This design comes from an exercise in tuning for small area on the open sky130 flow, not from production work.
In this exercise RTL edits were held to simulation tests only and were not proved equivalent to the original.

## job 8308
==> flow/design.v (excerpt) <==
module conv_top
#(
    parameter DATA_WIDTH  = 8,
    parameter KERNEL_SIZE = 25
)
(
    input  logic                     i_clk,
    input  logic                     i_arstn,
    input  logic                     i_arstn_perf,
    input  logic                     i_enable_count2,
    input  logic                     i_ready,
    input  logic                     i_valid,
    input  logic [KERNEL_SIZE - 1:0] i_bit_X,
    input  logic [KERNEL_SIZE - 1:0] i_bit_K,
    output logic [              1:0] o_conv,
    output logic                     o_ready,
    output logic                     o_valid,
    output logic [             31:0] o_perf_cycle_count,
    output logic [             31:0] o_perf_cycle_count2
);
    typedef enum logic [2:0] {
        IDLE       = 3'd0,
        READ       = 3'd1,
        WAIT_RES   = 3'd2,
        READ_DONE  = 3'd3,
        WRITE      = 3'd4,
        WRITE_DONE = 3'd5
    } state_t;
    state_t PS;
    state_t NS;
    logic [3:0] s_count;     
    logic       s_c2;        
    logic [1:0] s_ph;        
    logic       s_idle;
    assign s_idle = (PS == IDLE);
    always_comb begin
        NS = PS;
        case (PS)
            IDLE:       if (i_valid) NS = READ;
            READ:       NS = WAIT_RES;
            WAIT_RES:   NS = ((s_count >= 4'd5) & (s_count <= 4'd12)) ? WRITE : READ_DONE;
            READ_DONE:  if (~i_valid) NS = IDLE;
            WRITE:      if (~i_ready) NS = WRITE_DONE;
            WRITE_DONE: if (i_ready)  NS = IDLE;
            default:    NS = PS;
        endcase
    end
    always_ff @(posedge i_clk, negedge i_arstn) begin
        if (~i_arstn) begin
            PS      <= IDLE;
            s_count <= 4'd0;
            s_c2    <= 1'b0;
            s_ph    <= 2'd0;
        end
        else begin
            PS      <= NS;
            s_c2    <= (PS == WAIT_RES);
            s_ph    <= s_ph + 2'd1;
            if (s_idle & i_valid)
                s_count <= s_count + 4'd1;
        end
    end
    assign o_ready = s_idle;
    assign o_valid = (PS == WRITE);
    counter PERF1 (
  ...
Size in the first run: roughly 1600 cells after synthesis, about 120 I/O pins, ~19000 sq um of cells after synthesis.
Settings: LEC_CHECK=0, CAP_MARGIN=20, CORE_MARGIN=2, CORE_UTILIZATION=65, CTS_BUF_LIST=sky130_fd_sc_hd__clkbuf_8, CTS_CLUSTER_DIAMETER=50, CTS_CLUSTER_SIZE=15, SLEW_MARGIN=20; clock period 12.0 ns.
run.sh (not shown) runs the stock make flow with config.mk's settings and CLKGATE_MAP_FILE= SYNTH_SCRIPT=/design/flow/synth_recipe.tcl, a recipe that flattens the netlist after the stock synthesis.
Job 8308 completed end to end with timing, DRC and antenna clean.
[inputs] job 3083 vs job 8308
Settings: a change of CAP_MARGIN from 20 to 30; an added BUFFER_PORTS_ARGS of -buffer_cell sky130_fd_sc_hd__buf_1; an added CTS_ARGS of -sink_clustering_enable -repair_clock_nets -dont_use_dummy_load -buf_list sky130_fd_sc_hd__clkbuf_4 -sink_clustering_size 10 -sink_clustering_max_diameter 40.
==> flow/flow/run.sh (new file) <==
#!/bin/bash
# Own layout flow: the standard layout (standard.sh, standard synthesis) with two changes
# made through ORFS variables appended to config.mk:
#  - port buffers are sky130_fd_sc_hd__buf_1 (buffer_ports -buffer_cell);
#  - clock tree synthesis without dummy loads, clkbuf_4 buffers, clusters of at most 10 sinks.
# The output of the ORFS make run goes to flow_make.log; ORFS keeps each tool's log in orfs/logs.
set -euo pipefail
cat >> config.mk <<'CFG'
export BUFFER_PORTS_ARGS = -buffer_cell sky130_fd_sc_hd__buf_1
export CTS_ARGS = -sink_clustering_enable -repair_clock_nets -dont_use_dummy_load -buf_list sky130_fd_sc_hd__clkbuf_4 -sink_clustering_size 10 -sink_clustering_max_diameter 40
CFG
bash standard.sh > flow_make.log 2>&1
==> flow/standard.sh (new file) <==
#!/bin/bash
# synth_recipe.tcl (not shown) runs the flow's synth.tcl, then flattens the netlist and writes it again
# the make line also repeats each setting of config.mk as NAME=value (left out here)
make -C /OpenROAD-flow-scripts/flow DESIGN_CONFIG=/design/flow/config.mk WORK_HOME=/design/flow/orfs CLKGATE_MAP_FILE= SYNTH_SCRIPT=/design/flow/synth_recipe.tcl "${@:-finish}"
removed: flow/run.sh
Findings:
- Job 3083 did not stop at any stage, and its layout met the timing, DRC and antenna checks.
- Looking at origin of the worst setup path, the PS[1] result is from job 8308; the PS[0] one comes from job 3083.
- The final reports for job 3083 and job 8308 show number of levels in the clock H-tree higher in the former.
- Job 3083 gives less met2 capacity usage during global routing than job 8308 did.
- Setup slack: job 3083 vs job 8308 up 0.045 ns
- Between job 8308 and job 3083, clock skew increased.
- Between job 8308 and job 3083, the time the worst path needs with I/O delays and setup is higher for job 8308.
What job 5043 does differently from job 3083 at the input level:
Settings: CAP_MARGIN now 20, was 30; CTS_ARGS no longer set, was -sink_clustering_enable -repair_clock_nets -dont_use_dummy_load -buf_list sky130_fd_sc_hd__clkbuf_4 -sink_clustering_size 10 -sink_clustering_max_diameter 40; BUFFER_PORTS_ARGS no longer set, was -buffer_cell sky130_fd_sc_hd__buf_1; CTS_BUF_LIST no longer set, was sky130_fd_sc_hd__clkbuf_8; CTS_CLUSTER_DIAMETER no longer set, was 50; ABC_AREA now 1, previously not set; CORE_UTILIZATION now 40, was 65; CTS_CLUSTER_SIZE no longer set, was 15.
==> flow/run.sh (new file) <==
#!/bin/bash
# synth_recipe.tcl (not shown) runs the flow's synth.tcl, then flattens the netlist and writes it again
# the make line also repeats each setting of config.mk as NAME=value (left out here)
make -C /OpenROAD-flow-scripts/flow DESIGN_CONFIG=/design/flow/config.mk WORK_HOME=/design/flow/orfs CLKGATE_MAP_FILE= SYNTH_SCRIPT=/design/flow/synth_recipe.tcl finish
removed: flow/flow/run.sh
removed: flow/standard.sh
--- outcome ---
Job 5043 closes out successfully: all stages finished, all timing, DRC and antenna checks passed. Looking only at post-route cell area, and setting everything else aside, the higher value of job 3083 and job 5043 goes to job 5043. Later-pin clock latency in the skew report | job 5043 below job 3083. Final-layout clock buffer total: job 5043 higher than job 3083. reg2out as the category of the critical setup timing path was reported by job 3083, and in2out by job 5043. Re critical path depth: no difference whatsoever between job 3083 and job 5043.
diff inputs: job 5043 => job 5137
Settings: CORE_UTILIZATION changed from 40 to 65; ABC_AREA removed (was 1).
Notes after the runs:
| worst hold slack | job 5137 vs job 5043 | ≈ equal |
Starting utilization of the core area in job 5137 is 25 points above job 5043.
On area of the die, job 5043 loses to job 5137.
Compared with job 5043, in job 5137 number of vias in the routed layout went down by 5.0%, sequential portion of the cell area went up by 1.7 points.

Starting RTL as in the previous note.
Settings: LEC_CHECK=0, CAP_MARGIN=20, CORE_MARGIN=2, CORE_UTILIZATION=65, CTS_BUF_LIST=sky130_fd_sc_hd__clkbuf_4, CTS_CLUSTER_DIAMETER=40, CTS_CLUSTER_SIZE=8, SLEW_MARGIN=20; clock period 12.0 ns.
Stock flow here: none of the scripts above is used.
Edit:
==> flow/flow/run.sh (new file) <==
#!/bin/bash
# Own layout flow: the standard layout (standard.sh, standard synthesis) with two changes
# made through ORFS variables appended to config.mk:
#  - port buffers are sky130_fd_sc_hd__buf_1 (buffer_ports -buffer_cell);
#  - power recovery (downsizing) after global routing;
#  - clock tree synthesis without dummy loads, clkbuf_8 buffers, clusters of at most 15 sinks.
# The output of the ORFS make run goes to flow_make.log; ORFS keeps each tool's log in orfs/logs.
set -euo pipefail
cat >> config.mk <<'CFG'
export BUFFER_PORTS_ARGS = -buffer_cell sky130_fd_sc_hd__buf_1
export CTS_ARGS = -sink_clustering_enable -repair_clock_nets -dont_use_dummy_load -buf_list sky130_fd_sc_hd__clkbuf_8 -sink_clustering_size 15 -sink_clustering_max_diameter 50
export RECOVER_POWER = 100
CFG
bash standard.sh > flow_make.log 2>&1
==> flow/standard.sh (new file) <==
#!/bin/bash
# synth_recipe.tcl (not shown) runs the flow's synth.tcl, then flattens the netlist and writes it again
# the make line also repeats each setting of config.mk as NAME=value (left out here)
make -C /OpenROAD-flow-scripts/flow DESIGN_CONFIG=/design/flow/config.mk WORK_HOME=/design/flow/orfs CLKGATE_MAP_FILE= SYNTH_SCRIPT=/design/flow/synth_recipe.tcl "${@:-finish}"
==> flow/config.mk (replaced) <==
export PLATFORM = sky130hd
export DESIGN_NAME = conv_top
export DESIGN_NICKNAME = conv_top
export VERILOG_FILES = /design/flow/design.v
export SDC_FILE = /design/flow/constraint.sdc
export NUM_CORES = 4
export LEC_CHECK = 0
export CAP_MARGIN = 30
export CORE_MARGIN = 2
export CORE_UTILIZATION = 65
export CTS_BUF_LIST = sky130_fd_sc_hd__clkbuf_8
export CTS_CLUSTER_DIAMETER = 50
export CTS_CLUSTER_SIZE = 15
export SLEW_MARGIN = 20
export BUFFER_PORTS_ARGS = -buffer_cell sky130_fd_sc_hd__buf_1
export CTS_ARGS = -sink_clustering_enable -repair_clock_nets -dont_use_dummy_load -buf_list sky130_fd_sc_hd__clkbuf_8 -sink_clustering_size 15 -sink_clustering_max_diameter 50
export RECOVER_POWER = 100
removed: flow/run.sh
- This time the run completed and failed the layout checks on max-capacitance violations, max-slew violations
- register-to-register slack loses 0.60 ns
- wire length came out lower by 2.9%
- first-iteration DRC count came out higher by 12%
- worst hold slack gains 0.019 ns
- final cell count came out lower by 4.3%
- utilization came out lower by 4.8 points
- die area stays the same
- clock-buffer cell count came out lower by 52
Edit:
--- a/flow/flow/run.sh
+++ b/flow/flow/run.sh
@@ -4,3 +4,2 @@
 #  - port buffers are sky130_fd_sc_hd__buf_1 (buffer_ports -buffer_cell);
-#  - power recovery (downsizing) after global routing;
 #  - clock tree synthesis without dummy loads, clkbuf_8 buffers, clusters of at most 15 sinks.
@@ -11,3 +10,2 @@
 export CTS_ARGS = -sink_clustering_enable -repair_clock_nets -dont_use_dummy_load -buf_list sky130_fd_sc_hd__clkbuf_8 -sink_clustering_size 15 -sink_clustering_max_diameter 50
-export RECOVER_POWER = 100
 CFG
--- a/flow/config.mk
+++ b/flow/config.mk
@@ -16,2 +16 @@
 export CTS_ARGS = -sink_clustering_enable -repair_clock_nets -dont_use_dummy_load -buf_list sky130_fd_sc_hd__clkbuf_8 -sink_clustering_size 15 -sink_clustering_max_diameter 50
-export RECOVER_POWER = 100
=> The new run completed without violations. Global-route usage stays the same. Clock-buffer cell count is unchanged. Setup slack got worse by 0.030 ns. Via count stays flat.
Edit:
==> flow/run.sh (new file) <==
#!/bin/bash
# synth_recipe.tcl (not shown) runs the flow's synth.tcl, then flattens the netlist and writes it again
# the make line also repeats each setting of config.mk as NAME=value (left out here)
make -C /OpenROAD-flow-scripts/flow DESIGN_CONFIG=/design/flow/config.mk WORK_HOME=/design/flow/orfs CLKGATE_MAP_FILE= SYNTH_SCRIPT=/design/flow/synth_recipe.tcl finish
==> flow/config.mk (replaced) <==
export PLATFORM = sky130hd
export DESIGN_NAME = conv_top
export DESIGN_NICKNAME = conv_top
export VERILOG_FILES = /design/flow/design.v
export SDC_FILE = /design/flow/constraint.sdc
export NUM_CORES = 4
export LEC_CHECK = 0
export CAP_MARGIN = 20
export CORE_MARGIN = 2
export CORE_UTILIZATION = 40
export SLEW_MARGIN = 20
removed: flow/flow/run.sh
removed: flow/standard.sh
Result:
- The new run ran to the end with no violations
- maximum frequency came out lower by 1.7%
- synthesized cell count stays the same
- cell area came out higher by 12%
- cell count came out higher by about 14%
- count of clock-buffer cells in the layout came out higher by 29
- wire length came out higher by 8.9%
- via count came out higher by 0.96%
- first-iteration DRC count came out higher by about 6%

-- separate check: timing with driven ports --
The results above use ideal ports. As a check the final layouts listed here were re-extracted and re-timed, cells and wires unchanged.
Step 1 sets driving cells, clkbuf_16 on the clock port and buf_2 on the other inputs (assumed; they add their load-dependent delay and slew).
Step 2 moves the port delays by t, midway between the first and last clock arrival at a register: inputs arrive t later, outputs are due t later. That takes back most of the time a late clock gives input paths.
a / b / c = no drivers / after step 1 / after step 2; a / b = the first two.
run | shift t [ns] | setup WS [ns] | worst setup path after step 2
job 8308 | 0.629 | 0.415 / 0.365 / 0.463 | input to output
job 3083 | 0.720 | 0.460 / 0.409 / 0.862 | input to output
job 5043 | 0.655 | 0.631 / 0.604 / 0.570 | input to register
job 5137 | 0.607 | 0.394 / 0.342 / 0.407 | input to output
the first run of note 2 | 0.770 | 0.724 / 0.675 / 0.525 | input to register
the second run of note 2 | 0.619 | 0.616 / 0.567 / 0.694 | register to register
the third run of note 2 | 0.619 | 0.586 / 0.535 / 0.867 | input to output
the fourth run of note 2 | 0.656 | 0.392 / 0.371 / 0.371 | input to output
The setup slack of the first run of note 2, which loses most, moves by -0.049 ns with the drivers and by -0.199 ns with both steps.
